Context: an optimization exercise on an open-source flow, tuned for small area, a short achievable clock period and few clock cycles. The choices shown serve that exercise and are no tape-out recipe.
The RTL was checked by simulation tests, not by an equivalence proof against the original design.
Power is estimated from default activity; no workload was simulated.

## flow/design.v (module list and top-level ports; edited modules follow where they fit)
// module std_fp_smult_pipe: 3670 lines
// module mul_fa: 4 lines
// module mul_ha: 4 lines
// module mul_xor2: 3 lines
// module mul_and2: 3 lines
// module mul_enc: 4 lines
// module mul_x: 3 lines
// module mul_s: 3 lines
// module mul_sn: 3 lines
module std_fp_smult_pipe #(
    parameter WIDTH = 32,
    parameter INT_WIDTH = 16,
    parameter FRAC_WIDTH = 16
) (
    input  [WIDTH-1:0]              left,
    input  [WIDTH-1:0]              right,
    input  logic                    reset,
    input  logic                    go,
    input  logic                    clk,
    output logic [WIDTH-1:0]        out,
    output logic                    done
);
  // ...
==> flow/flow/run.sh <==
#!/bin/bash
# Layout flow: the standard ORFS flow (standard.sh, unchanged synthesis),
# with extra ORFS variables from flow/extra.env (port buffer cell choice and
# timing-repair options). Each tool's full output is in orfs/logs/...; the
# make output is in standard.log.
set -euo pipefail
here=$(pwd)
set -a
source "$here/flow/extra.env"
set +a
bash "$here/standard.sh" > "$here/standard.log" 2>&1
==> flow/flow/extra.env <==
BUFFER_PORTS_ARGS="-buffer_cell sky130_fd_sc_hd__buf_4"
==> flow/standard.sh <==
#!/bin/bash
# synth_recipe.tcl (not shown) runs the flow's synth.tcl, then flattens the netlist and writes it again
# the make line also repeats each setting of config.mk as NAME=value (left out here)
make -C /OpenROAD-flow-scripts/flow DESIGN_CONFIG=/design/flow/config.mk WORK_HOME=/design/flow/orfs CLKGATE_MAP_FILE= SYNTH_SCRIPT=/design/flow/synth_recipe.tcl "${@:-finish}"
==> flow/config.mk <==
export PLATFORM = sky130hd
export DESIGN_NAME = std_fp_smult_pipe
export DESIGN_NICKNAME = std_fp_smult_pipe
export VERILOG_FILES = /design/flow/design.v
export SDC_FILE = /design/flow/constraint.sdc
export NUM_CORES = 4
export LEC_CHECK = 0
export CAP_MARGIN = 20
export CORE_MARGIN = 2
export CORE_UTILIZATION = 40
export GPL_TIMING_DRIVEN = 0
export SETUP_SLACK_MARGIN = 2.5
export SLEW_MARGIN = 20
export SYNTH_HIERARCHICAL = 1
==> flow/constraint.sdc <==
create_clock -name core_clock -period 7.5 [get_ports {clk}]
set_input_delay 1.5000 -clock core_clock [delete_from_list [all_inputs] [get_ports {clk}]]
set_output_delay 1.5000 -clock core_clock [all_outputs]
set_load 0.01 [all_outputs]
==> flow_summary.yaml, run 1 <==
power:
  power_density_nw_per_um2: 487
  cell_internal_pwr_mw: 6.31
  power_frac_clock: 0.039
  p_clk_mw: 0.452
  top_power_group: "combinational logic"
timing:
  finalWorstSetupSlack_ns: 2.54
  min_period_over_period: 0.661
  finalSetupViolations: 0
synth:
  synthTopCellsByCount: "xor2_1 (503), a22o_1 (456), fa_1 (376)"
  ys_seq_area_frac: 0.0791
  yosysMostFrequentCell: "xor2_1"
  syn_avg_cell_area_um2: 11.5
  ys_seq_elements: 81
  ys_async_sr_fraction: 0
  synth.net_count: 2314
  yosys-top-cells-area: "fa_1 (37%), xor2_1 (21%), a22o_1 (19%)"
finish:
  n_all_inverters: 41
  buffers: 191
  area_delta_synth_final_pct: 16.3
  multi_input_area_share: 0.801
  layout_common_cells: "xor2_1 (496), a22o_1 (456), fa_1 (373), buf_4 (158), dfxtp_1 (79)"
clock_network:
  ctsHtreeMaxLevel: 3
  cts_root_buf: "clkbuf_16"
  cts_buffers: 9
place:
  hpwl_mm: 49.5
worst_setup_path:
  crit_path_end_kind: "flip-flop"
  critPathArrivalTime_ns: 5.21
  crit_start: "right[27]"
  cp-endpoint: "r43_1$_DFF_P_"
  startpoint_type: "primary input"
die:
  rows: 82
  io_pins: 100
detailed_routing:
  maxUsedRoutingLayer: "met4"
  drc: 0
run_status:
  status: "complete, no violations"
global_routing:
  grt-ovfl-total: 0
Testbench counts, summed over its fixed seeds: cycles 4,008.
==> inputs of run 2 (changes only) <==
--- a/flow/config.mk
+++ b/flow/config.mk
@@ -8,7 +8,6 @@
 export CAP_MARGIN = 20
 export CORE_MARGIN = 2
 export CORE_UTILIZATION = 40
-export GPL_TIMING_DRIVEN = 0
-export SETUP_SLACK_MARGIN = 2.5
+export SETUP_SLACK_MARGIN = 2.75
 export SLEW_MARGIN = 20
 export SYNTH_HIERARCHICAL = 1
==> run 2 against run 1 <==
Still clean on timing, DRC and antenna. Final area increased by 3.1%. Sequential cell count unchanged. Fmax increased by 0.64%. Critical path type is now reg2out. Critical endpoint is now out[31]. Largest cell class unchanged. Largest power group unchanged.
==> flow_summary.yaml, run 2 <==
detailed_routing:
  drc: 0
  avgRoutedWirePerCell_um: 28.3
  maxUsedRoutingLayer: "met4"
  viasPerCell: 6.37
  dr.pass1.iters: 6
  wl_met1_mm: 29.7
  first_iter_violations: 2002
  dr_wl_met2_mm: 34.5
  vias: 16952
  drt-total-wl_mm: 75.4
  routed-wl-met3_mm: 7.85
  postRouteAntennaNets: 0
finish:
  layout_common_cells: "xor2_1 (496), a22o_1 (456), fa_1 (360), buf_4 (137), dfxtp_1 (80)"
  layout_commonest_cell: "xor2_1"
  area_delta_synth_final_pct: 19.9
  nets: 2510
  drive_gt1_frac: 0.173
  diodes: 0
timing:
  finalSetupViolations: 0
  tightestPinTransition_ns: 0.780
  max_freq_ghz: 0.203
  whs_ns: 1.27
  finalWorstSetupSlack_ns: 2.57
  min_period_over_period: 0.657
  post-route-min-period_ns: 4.93
  finalHoldViolations: 0
  rsz0062_at_grt: "yes"
  max_slew_margin: 0.478
  drv_slew: 0
  setup_tns_ns: 0
synth:
  synth_xor_area_frac: 0.223
  ys_seq_elements: 81
  ys_seq_area_frac: 0.0791
  synth_top_area_frac: 0.367
  synth_cells: 1787
  synth_edf_count: 0
  muxShareOfSynthArea: 0
  synth_cell_types: 46
  synth_ff_type: "dfxtp_1"
  ys_async_sr_fraction: 0
  synth.largest_area_cell: "fa_1"
  synth_simple_gate_area_frac: 0.0345
  synth_warnings: 7
  yosys-top-cells-area: "fa_1 (37%), xor2_1 (21%), a22o_1 (19%)"
  synth_top_family_by_area: "adder cells"
  synthTopCellsByCount: "xor2_1 (503), a22o_1 (456), fa_1 (376)"
  synthAdderAreaFrac: 0.419
  synth_compound_area_frac: 0.225
  syn_avg_cell_area_um2: 11.5
  yosysMostFrequentCell: "xor2_1"
  synth_area_um2: 20500
  synth.net_count: 2314
power:
  ir_worst_vdd_mv: 0.318
  p_leak_nw: 10.6
  power_density_nw_per_um2: 455
place:
  place_congestion: 0.869
  portBuffers: 99
  hpwl_mm: 50.8
  pre_cts_slack_ns: 1.64
worst_hold_path:
  hold_path_end: "done_r$_SDFF_PP0_"
  worstHoldStart: "reset"
  hp-class: "in2reg"
  min_path_cells: 2
clock_network:
  cts_tree: "yes"
  clock_path_buffers: 2
  clkSinkCount: 81
  ctsHtreeMaxLevel: 3
  hold_buffers: 0
  cts_buffers: 9
  clk_pin_slew_ns: 0.06
  cts_root_buf: "clkbuf_16"
run:
  drv_cap: 0
die:
  dieHeight_um: 230
  die_area_um2: 53100
  initial_core_util: 0.407
  io_pins: 100
  die_x_um: 230
  rows: 82
  core-area_um2: 50400
worst_setup_path:
  crit_required_ns: 6.00
  startpoint_type: "flip-flop"
  crit_start: "r30_2$_DFF_P_"
  crit_path_end_kind: "output port"
  critPathArrivalTime_ns: 3.43
  critPathKind: "reg2out"
  worstPathMaxFanout: 4
global_routing:
  grt_start_max_net_pins: 42
  grt_pass1_vias: 17616
  grt_pass1_wl_mm: 109
  grt_usage: 0.273
  antenna_found_initial: 1
  grt-ovfl-total: 0
run_status:
  status: "complete, no violations"
-- run 2: per-stage QoR --
step	total power, mW	instance area [um^2]	instances	utilization
2_1_floorplan	7.55	20700	1787	-
3_3_place_gp	9.46	22200	2544	0.441
3_5_place_dp	9.67	22200	2544	0.441
4_1_cts	10.8	23700	2615	0.470
5_1_grt	12.4	24600	2660	0.488
6_report	11.2	24600	2660	0.488
-- run 2: worst max-delay path by stage --
stage                      end  slack (ns)  depth (start not counted)
floorplan           rc$_DFF_P_        2.55                         11
global placement    rc$_DFF_P_        1.69                         15
detailed placement  rc$_DFF_P_        1.64                         12
CTS                    out[27]        2.57                         13
global route           out[31]        2.40                         13
finish                 out[31]        2.57                         13
-- run 2: layout make-up --
class                   instances  area (um^2)
fillers                      4561        25800
clock inverters                 6         67.6
multi-input cells            1645        19400
inverters                      41          154
repair buffers                205         2300
well taps                     672          841
flip-flops and latches         81         1620
clock buffers                  10          239
-- run 2: critical path, cell delays in order (launching register included) --
cell and delay, ns:
dfxtp_2 0.32, fa_1 0.51, ha_4 0.32, xor2_4 0.25, nand3_4 0.14, o211ai_4 0.24
a221oi_4 0.10, o211ai_4 0.22, buf_12 0.15, nand3_4 0.11, o211ai_2 0.25, a31oi_1 0.12
xnor2_1 0.17, buf_4 0.14
-- run 2: Yosys stat by module (local to each module, per instance) --
| module | copies in the design | area (um^2) |
|---|---|---|
| std_fp_smult_pipe | 1 | 3820 |
| mul_s | 456 | 8.76 |
| mul_and2 | 31 | 6.26 |
| mul_sn | 8 | 12.5 |
| mul_x | 464 | 8.76 |
| mul_xor2 | 32 | 8.76 |
| mul_ha | 41 | 12.5 |
| mul_fa | 376 | 20.0 |
-- run 2: per-layer routing --
layer,up-vias,GRT usage
met1,8694,0.359
li1,6886,-
met5,-,0
met4,0,0.0968
met2,1165,0.444
met3,207,0.0605
-- run 2: power by group --
group	leakage, nW	internal (mW)	total, mW	switching (mW)
clock	0.145	0.267	0.473	0.206
sequential	0.682	0.791	0.891	0.100
combinational	9.75	4.78	9.83	5.05
total	10.6	5.84	11.2	5.36
-- run 2: kinds of logic after synthesis --
logic type               count (synthesis)
buffers and inverters                   73
AND/OR/NAND/NOR                        116
adder cells (fa/ha/maj)                460
AO/OA/AOI/OAI                          534
flip-flops                              81
XOR/XNOR                               523
-- run 2: timing repair --
| item | in CTS | in global routing |
|---|---|---|
| endpoints found under the setup margin | 82 | 42 |
| setup buffers | 42 | 34 |
| pin swaps | 30 | 32 |
| resized for setup | 87 | 71 |
| gates cloned | 13 | 11 |
==> inputs of run 3 (changes only) <==
==> flow/flow/extra.env (replaced) <==
BUFFER_PORTS_ARGS="-buffer_cell sky130_fd_sc_hd__buf_4"
SETUP_MOVE_SEQUENCE="unbuffer,sizeup,swap,vt_swap"
--- a/flow/config.mk
+++ b/flow/config.mk
@@ -8,6 +8,6 @@
 export CAP_MARGIN = 20
 export CORE_MARGIN = 2
 export CORE_UTILIZATION = 40
-export SETUP_SLACK_MARGIN = 2.75
+export SETUP_SLACK_MARGIN = 3.0
 export SLEW_MARGIN = 20
 export SYNTH_HIERARCHICAL = 1
==> run 3 against run 2 <==
Core utilization fell by 1.9 points. Wire length decreased by 11%. Die area is the same. Synthesized cell count unchanged. Total power shrank 1.4%. Via count shrank 6.5%. Global-route usage down 1.9 points. Sequential power about the same. Final cell count decreased by 4.0%. Clock power decreased by 1%. Non-clock buffer count decreased by 95. Largest cell class unchanged. Largest power group unchanged.
==> flow_summary.yaml, run 3 <==
worst_hold_path:
  worstHoldStart: "reset"
  hold_path_end: "done_r$_SDFF_PP0_"
  hp-class: "in2reg"
  min_path_cells: 2
worst_setup_path:
  critPathArrivalTime_ns: 5.41
  worstPathMaxFanout: 40
  crit_required_ns: 7.79
  startpoint_type: "primary input"
  critPathKind: "in2reg"
  crit_path_end_kind: "flip-flop"
finish:
  fillers: 4628
  layout_common_cells: "xor2_1 (495), a22o_1 (456), fa_1 (254), fa_2 (122), buf_4 (87)"
  layout_commonest_cell: "xor2_1"
  final_cell_area_um2: 23600
  drive_gt1_frac: 0.199
  finalNonFillerCells: 2553
  final_util: 0.469
  diodes: 0
  nets: 2403
  area_delta_synth_final_pct: 15.2
detailed_routing:
  postRouteAntennaNets: 0
  drt-total-wl_mm: 66.8
  vias: 15855
  dr.pass1.iters: 5
  first_iter_violations: 1587
  drc: 0
  viasPerCell: 6.21
  avgRoutedWirePerCell_um: 26.2
die:
  dieHeight_um: 230
  die_area_um2: 53100
  die_x_um: 230
  rows: 82
  core-area_um2: 50400
  io_pins: 100
  initial_core_util: 0.407
clock_network:
  clkSinkCount: 81
  clock_path_buffers: 2
  clk_pin_slew_ns: 0.09
  ctsHtreeMaxLevel: 3
  postCtsSetupBuffers: 0
  cts_buffers: 9
  cts_tree: "yes"
  cts_root_buf: "clkbuf_16"
  hold_buffers: 0
power:
  p_total_mw: 11.0
  ir_worst_vdd_mv: 0.332
  power_density_nw_per_um2: 468
  p_leak_nw: 9.77
global_routing:
  grt_usage: 0.255
  grt-ovfl-total: 0
  grt_start_max_net_pins: 41
  grt_pass1_wl_mm: 102
  grt_pass1_vias: 16850
  antenna_found_initial: 0
place:
  placed_cell_area_um2: 22400
  place_congestion: 0.897
  hpwl_mm: 50.2
  pre_cts_slack_ns: 1.64
  portBuffers: 99
  place_inst: 2537
synth:
  muxShareOfSynthArea: 0
  synthTopCellsByCount: "xor2_1 (503), a22o_1 (456), fa_1 (376)"
  synth_area_um2: 20500
  synth_xor_area_frac: 0.223
  syn_avg_cell_area_um2: 11.5
  ys_seq_area_frac: 0.0791
  synth_compound_area_frac: 0.225
  synth_cell_types: 46
  ys_seq_elements: 81
  synth_simple_gate_area_frac: 0.0345
  synth_cells: 1787
  synth_edf_count: 0
  synth.net_count: 2314
  ys_async_sr_fraction: 0
  synth.largest_area_cell: "fa_1"
  synth_top_area_frac: 0.367
  yosysMostFrequentCell: "xor2_1"
  synth_warnings: 7
  yosys-top-cells-area: "fa_1 (37%), xor2_1 (21%), a22o_1 (19%)"
  synthAdderAreaFrac: 0.419
  synth_ff_type: "dfxtp_1"
  synth_top_family_by_area: "adder cells"
timing:
  max_freq_ghz: 0.195
  tightestPinTransition_ns: 1.13
  finalHoldViolations: 0
  finalWorstSetupSlack_ns: 2.38
  rsz0062_at_grt: "yes"
  finalSetupViolations: 0
  post-route-min-period_ns: 5.12
  setup_tns_ns: 0
  drv_slew: 0
  max_slew_margin: 0.243
  min_period_over_period: 0.682
  whs_ns: 1.27
run:
  drv_cap: 0
run_status:
  status: "complete, no violations"
-- run 3: logic make-up (layout without fill, tap and decap cells) --
logic type | count (synthesis) | in the layout
and+or+nand+nor | 116 | 116
DFF | 81 | 81
AOI/OAI and AO/OA | 534 | 534
adders and majority gates | 460 | 460
xor gates and xnor gates | 523 | 523
buffers and inverters | 73 | 167
-- run 3: critical path: stages --
cell and delay, ns:
buf_16 0.22, nand2b_4 0.08, o21ai_4 0.71, a22o_1 0.26, fa_1 0.45, fa_2 0.35, fa_1 0.45, fa_1 0.56
ha_4 0.22, ha_2 0.19, a2111oi_4 0.29, a21oi_2 0.09
-- run 3: modules after synthesis (local to each module, per instance) --
module / copies in the design / flops+latches / cells / area, um^2
mul_ha: 41 / 0 / 1 / 12.5
mul_xor2: 32 / 0 / 1 / 8.76
mul_fa: 376 / 0 / 1 / 20.0
mul_s: 456 / 0 / 1 / 8.76
mul_and2: 31 / 0 / 1 / 6.26
mul_x: 464 / 0 / 1 / 8.76
mul_sn: 8 / 0 / 1 / 12.5
std_fp_smult_pipe: 1 / 81 / 379 / 3820
-- run 3: timing repair --
item / 4_1_cts / 5_1_grt
resized for setup: 151 / 65
setup endpoints to repair: 102 / 85
pin swaps: 126 / 106
-- run 3: how the worst max path moves through the flow --
stage,startpoint,end,slack [ns],cells past startpoint
2_1_floorplan,right[2],rc$_DFF_P_,2.60,11
4_1_cts,right[3],rc$_DFF_P_,2.43,12
3_5_place_dp,right[7],rc$_DFF_P_,1.64,12
3_3_place_gp,right[7],rc$_DFF_P_,1.68,12
5_1_grt,right[3],rc$_DFF_P_,2.22,15
6_report,right[3],rc$_DFF_P_,2.38,12
-- run 3: cell type report --
class                           instances  area, um^2  area share
Multi-Input combinational cell       1633       19600       0.830
Tap cell                              672         841      0.0356
Timing Repair Buffer                  110        1110      0.0469
Inverter                               41         154     0.00652
Clock inverter                          6        68.8     0.00291
Clock buffer                           10         229     0.00970
Sequential cell                        81        1620      0.0688
-- run 3: routing by layer --
metal  track usage  wire [um]  vias up
li1              -          -     6647
met4        0.0952       2250        0
met5             0          0        -
met1         0.338      28100     8294
met3        0.0468       5190      140
met2         0.414      31300      774
-- run 3: power breakdown --
group	internal [mW]	switching (mW)	total (mW)
Combinational	4.64	5.04	9.68
Sequential	0.792	0.0987	0.891
Clock	0.258	0.208	0.466
Total	5.69	5.35	11.0
==> inputs of run 4 (changes only) <==
==> flow/flow/extra.env (replaced) <==
BUFFER_PORTS_ARGS="-buffer_cell sky130_fd_sc_hd__buf_4"
--- a/flow/config.mk
+++ b/flow/config.mk
@@ -8,6 +8,8 @@
 export CAP_MARGIN = 20
 export CORE_MARGIN = 2
 export CORE_UTILIZATION = 40
-export SETUP_SLACK_MARGIN = 3.0
+export CTS_BUF_LIST = sky130_fd_sc_hd__clkbuf_8
+export CTS_CLUSTER_SIZE = 30
+export SETUP_SLACK_MARGIN = 2.5
 export SLEW_MARGIN = 20
 export SYNTH_HIERARCHICAL = 1
==> run 4 against run 3 <==
Largest power group unchanged. Still clean. Critical path depth fell by 3. First-iteration DRC count rose by 14%. Sequential power fell by 0.6%.
==> flow_summary.yaml, run 4 <==
run_status:
  status: "complete, no violations"
clock_network:
  cts_buffers: 9
  clock_path_buffers: 2
  cts_root_buf: "clkbuf_8"
  cts_tree: "yes"
  clkSinkCount: 81
  ctsHtreeMaxLevel: 3
  clk_pin_slew_ns: 0.08
  hold_buffers: 0
die:
  die_area_um2: 53100
  die_x_um: 230
  dieHeight_um: 230
  core-area_um2: 50400
  initial_core_util: 0.407
  io_pins: 100
  rows: 82
run:
  drv_cap: 0
synth:
  ys_seq_elements: 81
  synth_simple_gate_area_frac: 0.0345
  ys_seq_area_frac: 0.0791
  yosysMostFrequentCell: "xor2_1"
  synth.largest_area_cell: "fa_1"
  synth_area_um2: 20500
  synth_cells: 1787
  synth_xor_area_frac: 0.223
  synth_warnings: 7
  synth_edf_count: 0
  syn_avg_cell_area_um2: 11.5
  synth_compound_area_frac: 0.225
  synthTopCellsByCount: "xor2_1 (503), a22o_1 (456), fa_1 (376)"
  synth.net_count: 2314
  muxShareOfSynthArea: 0
  ys_async_sr_fraction: 0
  synth_top_area_frac: 0.367
  synth_cell_types: 46
  synth_top_family_by_area: "adder cells"
  synthAdderAreaFrac: 0.419
  synth_ff_type: "dfxtp_1"
  yosys-top-cells-area: "fa_1 (37%), xor2_1 (21%), a22o_1 (19%)"
worst_setup_path:
  crit_path_end_kind: "flip-flop"
  critPathKind: "in2reg"
  critPathArrivalTime_ns: 5.29
  crit_required_ns: 7.81
  crit_start: "right[21]"
  startpoint_type: "primary input"
  worstPathMaxFanout: 37
finish:
  diodes: 0
  area_delta_synth_final_pct: 12.4
  fillers: 4732
  drive_gt1_frac: 0.127
  layout_commonest_cell: "xor2_1"
  layout_common_cells: "xor2_1 (496), a22o_1 (456), fa_1 (374), buf_4 (123), dfxtp_1 (78)"
  nets: 2446
worst_hold_path:
  worstHoldStart: "reset"
  hp-class: "in2reg"
timing:
  max_freq_ghz: 0.201
  finalHoldViolations: 0
  finalSetupViolations: 0
  post-route-min-period_ns: 4.98
  setup_tns_ns: 0
  min_period_over_period: 0.665
  max_slew_margin: 0.510
  tightestPinTransition_ns: 0.735
  drv_slew: 0
  rsz0062_at_grt: "yes"
place:
  portBuffers: 99
  place_congestion: 0.887
  hpwl_mm: 50.3
global_routing:
  grt_start_max_net_pins: 42
  grt_pass1_wl_mm: 104
  antenna_found_initial: 0
  grt_pass1_vias: 17064
  grt_usage: 0.258
  grt-ovfl-total: 0
detailed_routing:
  first_iter_violations: 1809
  viasPerCell: 6.21
  vias: 16122
  avgRoutedWirePerCell_um: 26.3
  drt-total-wl_mm: 68.2
  dr.pass1.iters: 5
  postRouteAntennaNets: 0
  drc: 0
power:
  ir_worst_vdd_mv: 0.276
  p_leak_nw: 9.93
  power_density_nw_per_um2: 459
  p_total_mw: 10.6
## run 4: changes by cell type in the layout (fill, tap and decap cells not counted), sizes merged
cell      previous run  this run
buf                110       146
clkinvlp             4         1
clkinv               1         2
inv                 41        44
o21ai               20        26
## run 4: per-stage QoR
| stage | cell area [um^2] | util | setup WS, ns | std cells | hold slack (ns) |
|---|---|---|---|---|---|
| finish | 23000 | 0.457 | 2.52 | 2596 | 1.21 |
| global route | 23000 | 0.457 | 2.40 | 2596 | 1.19 |
| CTS | 22800 | 0.452 | 2.42 | 2586 | 1.16 |
| detailed placement | 22200 | 0.440 | 1.44 | 2551 | 1.66 |
| global placement | 22200 | 0.440 | 1.50 | 2551 | 1.66 |
| floorplan | 20600 | - | 2.47 | 1787 | 1.57 |
## run 4: where the power goes
part / leakage [nW] / switching (mW) / internal (mW)
Clock: 0.101 / 0.190 / 0.156
Combinational: 9.15 / 4.84 / 4.49
Sequential: 0.682 / 0.0947 / 0.791
Total: 9.93 / 5.13 / 5.44
## run 4: final cells by class
cell class,instances,area [um^2],area share
Multi-Input combinational cell,1639,19000,0.823
Sequential cell,81,1630,0.0705
Timing Repair Buffer,147,1260,0.0549
Tap cell,672,841,0.0365
Inverter,41,154,0.00668
Clock buffer,9,124,0.00538
Clock inverter,7,77.6,0.00337
## run 4: cell families after synthesis
group	count (synthesis)
fa+ha+maj	460
compound gates	534
xor+xnor	523
buf+inv	73
flops	81
simple gates	116
## run 4: worst paths after layout
kind | end | cells after the start
worst max-delay path | r27_1$_DFF_P_ | 9
worst min-delay path | done_r$_SDFF_PP0_ | 2
## run 4: worst max-delay path, cell delays in order
cell and delay, ns:
clkbuf_8 0.39, ha_2 0.47, buf_4 0.27, a22o_1 0.26
fa_1 0.58, fa_1 0.43, fa_1 0.40, fa_1 0.54
fa_1 0.40
## run 4: routing by layer
layer,track usage,up-vias,share of wire
met3,0.0424,138,0.082
met4,0.0935,0,0.032
li1,-,6738,-
met1,0.348,8391,0.42
met5,0,-,0
met2,0.418,855,0.46
## run 4: timing repair
action | CTS | global route
buffers inserted | 15 | 8
gates resized for setup | 41 | 46
cloned | 4 | 2
setup endpoints to repair | 44 | 37
pin swaps | 14 | 20
endpoints found under the hold margin | 0 | 0
## run 4: Yosys stat by module (local to each module, per instance), a selection
| module | times used | cells | area (um^2) |
|---|---|---|---|
| mul_xor2 | 32 | 1 | 8.76 |
| mul_x | 464 | 1 | 8.76 |
| mul_sn | 8 | 1 | 12.5 |
| mul_and2 | 31 | 1 | 6.26 |
| mul_s | 456 | 1 | 8.76 |
| std_fp_smult_pipe | 1 | 379 | 3820 |
| mul_fa | 376 | 1 | 20.0 |
==> inputs of run 5 (changes only) <==
==> flow/flow/run.sh (replaced) <==
#!/bin/bash
# Layout flow: the standard ORFS flow (standard.sh, unchanged synthesis),
# run stage by stage with extra ORFS variables from flow/extra.env: the port
# buffer cell and the setup-repair margin of each stage (MARGIN_FP for the
# floorplan sizing, MARGIN_CTS after clock-tree synthesis, MARGIN_GRT after
# global routing). Each tool's full output is in orfs/logs/...; the make output
# of each stage is in standard_<stage>.log.
set -euo pipefail
here=$(pwd)
set -a
source "$here/flow/extra.env"
set +a
SETUP_SLACK_MARGIN=$MARGIN_FP bash "$here/standard.sh" synth > "$here/standard_synth.log" 2>&1
SETUP_SLACK_MARGIN=$MARGIN_FP bash "$here/standard.sh" floorplan > "$here/standard_floorplan.log" 2>&1
SETUP_SLACK_MARGIN=$MARGIN_CTS bash "$here/standard.sh" place > "$here/standard_place.log" 2>&1
SETUP_SLACK_MARGIN=$MARGIN_CTS bash "$here/standard.sh" cts > "$here/standard_cts.log" 2>&1
SETUP_SLACK_MARGIN=$MARGIN_GRT bash "$here/standard.sh" finish > "$here/standard_finish.log" 2>&1
==> flow/flow/extra.env (replaced) <==
BUFFER_PORTS_ARGS="-buffer_cell sky130_fd_sc_hd__buf_2"
MARGIN_FP=3.5
MARGIN_CTS=2.5
MARGIN_GRT=2.5
--- a/flow/config.mk
+++ b/flow/config.mk
@@ -8,8 +8,5 @@
 export CAP_MARGIN = 20
 export CORE_MARGIN = 2
 export CORE_UTILIZATION = 40
-export CTS_BUF_LIST = sky130_fd_sc_hd__clkbuf_8
-export CTS_CLUSTER_SIZE = 30
-export SETUP_SLACK_MARGIN = 2.5
 export SLEW_MARGIN = 20
 export SYNTH_HIERARCHICAL = 1
==> run 5 against run 4 <==
Final area is 2.7% higher. Fmax is 0.59% higher. Die area unchanged. Critical path type is now reg2out. Critical path depth rose by 4. Non-clock buffer count up 8. Wire length up 7.3%. Sequential share of layout area down 0.20 points. Via count is 2.4% higher. Final cell count up 0.39%. Area after synthesis unchanged.
==> flow_summary.yaml, run 5 <==
clock_network:
  hold_buffers: 0
  clock_path_buffers: 2
  cts_tree: "yes"
  clkSinkCount: 81
  cts_root_buf: "clkbuf_16"
  ctsHtreeMaxLevel: 3
  clk_pin_slew_ns: 0.08
  cts_buffers: 9
power:
  power_density_nw_per_um2: 450
  p_leak_nw: 9.94
  ir_worst_vdd_mv: 0.265
detailed_routing:
  first_iter_violations: 1851
  viasPerCell: 6.33
  dr.pass1.iters: 5
  avgRoutedWirePerCell_um: 28.1
  drc: 0
  vias: 16503
  postRouteAntennaNets: 0
  drt-total-wl_mm: 73.2
synth:
  yosys-top-cells-area: "fa_1 (37%), xor2_1 (21%), a22o_1 (19%)"
  synthTopCellsByCount: "xor2_1 (503), a22o_1 (456), fa_1 (376)"
  ys_async_sr_fraction: 0
  synth_cell_types: 46
  synth_edf_count: 0
  synth_warnings: 7
  synth_area_um2: 20500
  yosysMostFrequentCell: "xor2_1"
  syn_avg_cell_area_um2: 11.5
  ys_seq_area_frac: 0.0791
  synth.net_count: 2314
  ys_seq_elements: 81
  synth_top_area_frac: 0.367
  synth_cells: 1787
  synth.largest_area_cell: "fa_1"
  synth_ff_type: "dfxtp_1"
timing:
  post-route-min-period_ns: 4.96
  setup_tns_ns: 0
  finalSetupViolations: 0
  min_period_over_period: 0.661
  max_slew_margin: 0.348
  tightestPinTransition_ns: 0.977
  whs_ns: 1.27
  max_freq_ghz: 0.202
  drv_slew: 0
  rsz0062_at_grt: "yes"
  finalWorstSetupSlack_ns: 2.54
  finalHoldViolations: 0
worst_setup_path:
  worstPathMaxFanout: 5
  critPathArrivalTime_ns: 3.46
  startpoint_type: "flip-flop"
  crit_required_ns: 6.00
  critPathKind: "reg2out"
  crit_path_end_kind: "output port"
place:
  hpwl_mm: 52.4
  portBuffers: 99
  place_inst: 2552
  place_congestion: 0.898
  pre_cts_slack_ns: 1.76
finish:
  diodes: 0
  finalNonFillerCells: 2606
  final_util: 0.470
  layout_common_cells: "xor2_1 (496), a22o_1 (456), fa_1 (258), fa_2 (118), dfxtp_1 (81)"
  area_delta_synth_final_pct: 15.4
  drive_gt1_frac: 0.206
  nets: 2457
  layout_commonest_cell: "xor2_1"
global_routing:
  grt_pass1_wl_mm: 108
  grt_usage: 0.271
  antenna_found_initial: 1
  grt_start_max_net_pins: 36
  grt-ovfl-total: 0
  grt_pass1_vias: 17585
die:
  rows: 82
  io_pins: 100
  initial_core_util: 0.407
  core-area_um2: 50400
  dieHeight_um: 230
  die_x_um: 230
  die_area_um2: 53100
run_status:
  status: "complete, no violations"
run:
  drv_cap: 0
worst_hold_path:
  hp-class: "in2reg"
-- run 5: cell counts after synthesis --
No cell type changed its count.
-- run 5: kinds of logic after synthesis --
| kind of cell | synth area share |
|---|---|
| buffers and inverters | 0.0192 |
| adders and majority gates | 0.419 |
| DFF | 0.0791 |
| xor gates and xnor gates | 0.223 |
| and+or+nand+nor | 0.0345 |
| AOI/OAI and AO/OA | 0.225 |
-- run 5: Yosys stat by module (local to each module, per instance), a selection --
module	copies in the design	cell area [um^2]	flops+latches
std_fp_smult_pipe	1	3820	81
mul_fa	376	20.0	0
mul_sn	8	12.5	0
mul_s	456	8.76	0
mul_and2	31	6.26	0
mul_xor2	32	8.76	0
-- run 5: report_power, final --
group	total, mW	internal [mW]	switching, mW
clock network	0.488	0.275	0.213
logic	9.26	4.28	4.97
registers	0.893	0.791	0.102
total	10.6	5.35	5.29
-- run 5: what timing repair did --
item	4_1_cts	5_1_grt
pin swaps	18	15
setup endpoints to repair	34	17
gates resized for setup	29	42
setup buffers	14	14
cloned	6	5
-- run 5: worst paths after layout --
| path | start | end | slack [ns] | cells past startpoint |
|---|---|---|---|---|
| worst max-delay path | r30_0$_DFF_P_ | out[31] | 2.54 | 13 |
| worst min-delay path | reset | done_r$_SDFF_PP0_ | 1.27 | 2 |
-- run 5: cell type report --
class / count / area (um^2)
clock buffer: 11 / 253
clock inverter: 4 / 51.3
fill: 4624 / 26700
inverter: 41 / 154
multi-input combinational: 1642 / 19600
sequential: 81 / 1620
tap: 672 / 841
timing repair buffer: 155 / 1180
-- run 5: stage by stage --
step           instance area (um^2)  total power [mW]
2_1_floorplan                 21400              8.01
3_3_place_gp                  22700              9.67
3_5_place_dp                  22700              9.84
4_1_cts                       23300              10.7
5_1_grt                       23700              11.9
6_report                      23700              10.6
-- run 5: worst max-delay path: stages (launching register included) --
cell      delay [ns]
dfxtp_1         0.32
fa_1            0.51
ha_4            0.32
xor2_4          0.21
nand3_2         0.14
o211ai_2        0.25
a221oi_4        0.10
o211ai_4        0.21
buf_12          0.15
nand3_4         0.11
o211ai_4        0.27
a31oi_4         0.14
xnor2_2         0.16
buf_2           0.15
-- run 5: routing by layer --
| layer | vias to the layer above | GRT usage | wire length [um] |
|---|---|---|---|
| li1 | 6773 | - | - |
| met3 | 168 | 0.0513 | 6490 |
| met4 | 2 | 0.0952 | 2590 |
| met5 | - | 0 | 13 |
| met1 | 8582 | 0.361 | 30200 |
| met2 | 978 | 0.442 | 33900 |

-- separate check: timing with driven ports --
No port has a modelled driver above. Below, the same layouts with a new extraction and two added sets of constraints.
Step 1 assumes that a clkbuf_16 drives the clock port and a buf_2 every other input.
Step 2 also shifts input and output timing later by t, the mid clock arrival at the registers, as if the neighbouring blocks saw the same clock.
a / b / c = ideal ports / drivers / drivers and shift; a / b = the first two.
run | t (ns) | slack for setup (ns) | worst hold slack (ns) | latest minus earliest clock arrival (ns) | worst register clock-pin slew, ns
run 1 | 0.438 | 2.541 / 2.441 / 2.003 | 1.269 / 1.239 / 1.677 | 0.028 / 0.028 | 0.08 / 0.08
run 2 | 0.441 | 2.573 / 2.518 / 2.203 | 1.269 / 1.240 / 1.681 | 0.028 / 0.028 | 0.09 / 0.09
run 3 | 0.443 | 2.383 / 2.336 / 1.893 | 1.268 / 1.238 / 1.681 | 0.032 / 0.032 | 0.09 / 0.09
run 4 | 0.490 | 2.515 / 2.482 / 2.015 | 1.211 / 1.188 / 1.678 | 0.036 / 0.036 | 0.12 / 0.12
run 5 | 0.446 | 2.545 / 2.483 / 2.158 | 1.265 / 1.229 / 1.675 | 0.027 / 0.028 | 0.08 / 0.08
After both steps setup and hold are still met in every run listed. For run 1, which loses most, drivers alone change the setup slack by -0.100 ns; drivers and shift together by -0.538 ns.
